This design comes from an exercise in tuning for small area, a short achievable clock period and few clock cycles per item on the open sky130 flow, not from production work.
In this exercise RTL edits were held to simulation tests only and were not proved equivalent to the original.
No activity file was given, so power comes from the tool's default toggle rates.

## run 1
// JAM
module JAM (
input CLK,
input RST,
output reg [2:0] W,
output reg [2:0] J,
input [6:0] Cost,
output [3:0] MatchCount,
output reg [9:0] MinCost,
output reg Valid );
localparam ST_SCAN = 4'd0, ST_POST = 4'd1, ST_AUG = 4'd2, ST_EQ = 4'd3,
           ST_ELIM = 4'd4, ST_RYS = 4'd5, ST_FIN = 4'd6, ST_DONE = 4'd7,
           ST_PREP = 4'd8;
integer k, m, n;
reg [3:0] st;
reg [7:0] p  [0:7];    
reg [7:0] K  [0:7];    
reg [2:0] way[0:7];    
reg [7:0] wayS;        
reg [2:0] pm [0:7];    
reg [7:0] matched, used;
reg [2:0] r, i0, j0, jc, j1;
reg       j0s, first, eqhead;
reg signed [9:0] U;    
reg [7:0] runmin;
reg [6:0] Dprev;
reg [7:0] Pc, Kc, Pj1;   
reg signed [10:0] Qr, Y1r;   
wire [7:0] Rm = matched;   
reg [3:0] acc, prodP;
assign MatchCount = acc;
reg       parP;
reg [2:0] jq;
reg [7:0] jqh;   
reg       hq;
reg [2:0] rq;    
reg [2:0] jn; reg ld, ld_corr, ld_zero;
reg [7:0] pn, kn;
always @* begin
    pn = 8'd0; kn = 8'd0;
    for (k = 0; k < 8; k = k + 1) begin
        pn = pn | ({8{jqh[k]}} & p[k]);
        kn = kn | ({8{jqh[k]}} & K[k]);
    end
end
wire [6:0] c_D = Dprev;    
wire [7:0] pcor = pn + {1'b0, c_D} - kn;
wire       cpos = {1'b0, c_D} > kn;
wire [7:0] pnew = ld_zero ? 8'd0 : ((ld_corr & cpos) ? pcor : pn);
wire signed [10:0] pn_s = {3'b0, pn};
wire signed [10:0] kn_s = {3'b0, kn};
wire signed [10:0] pnew_s = {3'b0, pnew};
reg ldq, ldq_first;
wire signed [10:0] Pc_s = {3'b0, Pc};
wire signed [10:0] U_s  = {U[9], U};
wire signed [10:0] Kc_s = {3'b0, Kc};
wire signed [10:0] rm_s = {3'b0, runmin};
wire signed [10:0] P1_s = {3'b0, Pj1};
wire signed [10:0] cs = {4'b0, Cost};
wire signed [10:0] t  = cs + Qr;
wire signed [10:0] Y2 = rm_s - Qr;
wire [7:0] tsat = (t[10:8] != 3'b000) ? 8'hFF : t[7:0];
wire lt  = first | (cs < Y1r);
wire rmt = cs < Y2;
wire rmk = Kc < runmin;
wire rm_lt = lt ? rmt : rmk;
wire [7:0] above = ~used & (8'hFE << jq);
reg [2:0] jnext; reg has_next;
always @* begin
    jnext = 3'd0; has_next = |above;
    for (k = 7; k >= 0; k = k - 1)
        if (above[k]) jnext = k;
end
wire [7:0] used_j1 = used | (8'd1 << j1);
  ...
Size: ~2500 cells after synthesis, roughly 340 flip-flops, ~30 I/O pins, ~24000 um^2 of cells after synthesis.
clock: 6.0 ns
lec_check: 0
abc_clock_period_in_ps: 3000
cap_margin: 20
core_margin: 2
core_utilization: 40
setup_slack_margin: 2.5
slew_margin: 20
run.sh (not shown) runs the stock make flow with config.mk's settings and CLKGATE_MAP_FILE= SYNTH_SCRIPT=/design/flow/synth_recipe.tcl, a recipe that flattens the netlist after the stock synthesis.
Testbench counts of run 1, summed over its fixed seeds: cycles 8,077, jobs 32.
diff inputs: run 1 => run 2
Settings: ABC_CLOCK_PERIOD_IN_PS no longer set, was 3000; SETUP_SLACK_MARGIN now 2.0, was 2.5.
Findings:
Taking run 1 as the reference point, the final clock period utilization by the worst path of run 2 rises by 3.6 points. Ratio of cells with drive above 1 in the final layout, run 1 and run 2: lower on run 2. Re biggest cell delay along the critical path: run 1 was lower than run 2. Of run 1 and run 2, run 1 shows the higher global-route usage, with run 2 below it.
Changes in run 3 relative to run 2:
Settings: SETUP_SLACK_MARGIN now 2.5, was 2.0.
==> results.txt <==
- Diff run 3 and run 2: power share of the clock group lower in run 3
- In run 3, the power per standard cell area came out about 2.6% above the value in run 2.
- On met2 wire length, the lower figure sits with run 2, not run 3.
- Highest-delay cell along the critical path = sky130_fd_sc_hd__edfxtp_1: run 3; highest-delay cell along the critical path = sky130_fd_sc_hd__fa_1: run 2
- Sequential share of layout area, run 3 and run 2: higher on run 2
- | worst-case reg-to-reg path depth | lower: run 2 |
- Diff run 2 -> run 3: largest net degree at the start of global routing rose by 28%, synthesis-to-layout area growth rose by 8.5 points, total chip power rose by 10%.
- Run 3 vs run 2 — final area climbed by a little under 10%

==> separate check: timing with driven ports <==
Ports are ideal in the flow. The routed layouts listed here were re-timed in OpenROAD. Step 1: set_driving_cell puts a clkbuf_16 on CLK and a buf_2 on each other input, an assumption about the parent block. Step 2 also shifts input and output timing later by t, the mid clock arrival at the registers, as if the neighbouring blocks saw the same clock. Slacks: ideal / step 1 / step 2; pairs: ideal / step 1.
run | t (ns) | slack for setup (ns) | hold slack, ns | slew at the worst register clock pin (ns)
run 1 | 0.625 | 2.243 / 2.243 / 1.976 | 0.495 / 0.495 / 0.495 | 0.07 / 0.07
run 2 | 0.633 | 2.028 / 2.028 / 1.556 | 0.505 / 0.505 / 0.505 | 0.07 / 0.07
run 3 | 0.625 | 2.243 / 2.243 / 1.976 | 0.495 / 0.495 / 0.495 | 0.07 / 0.07
After both steps every run listed still meets setup and hold. For run 2, which loses most, drivers alone change the setup slack by 0.000 ns; drivers and shift together by -0.472 ns.
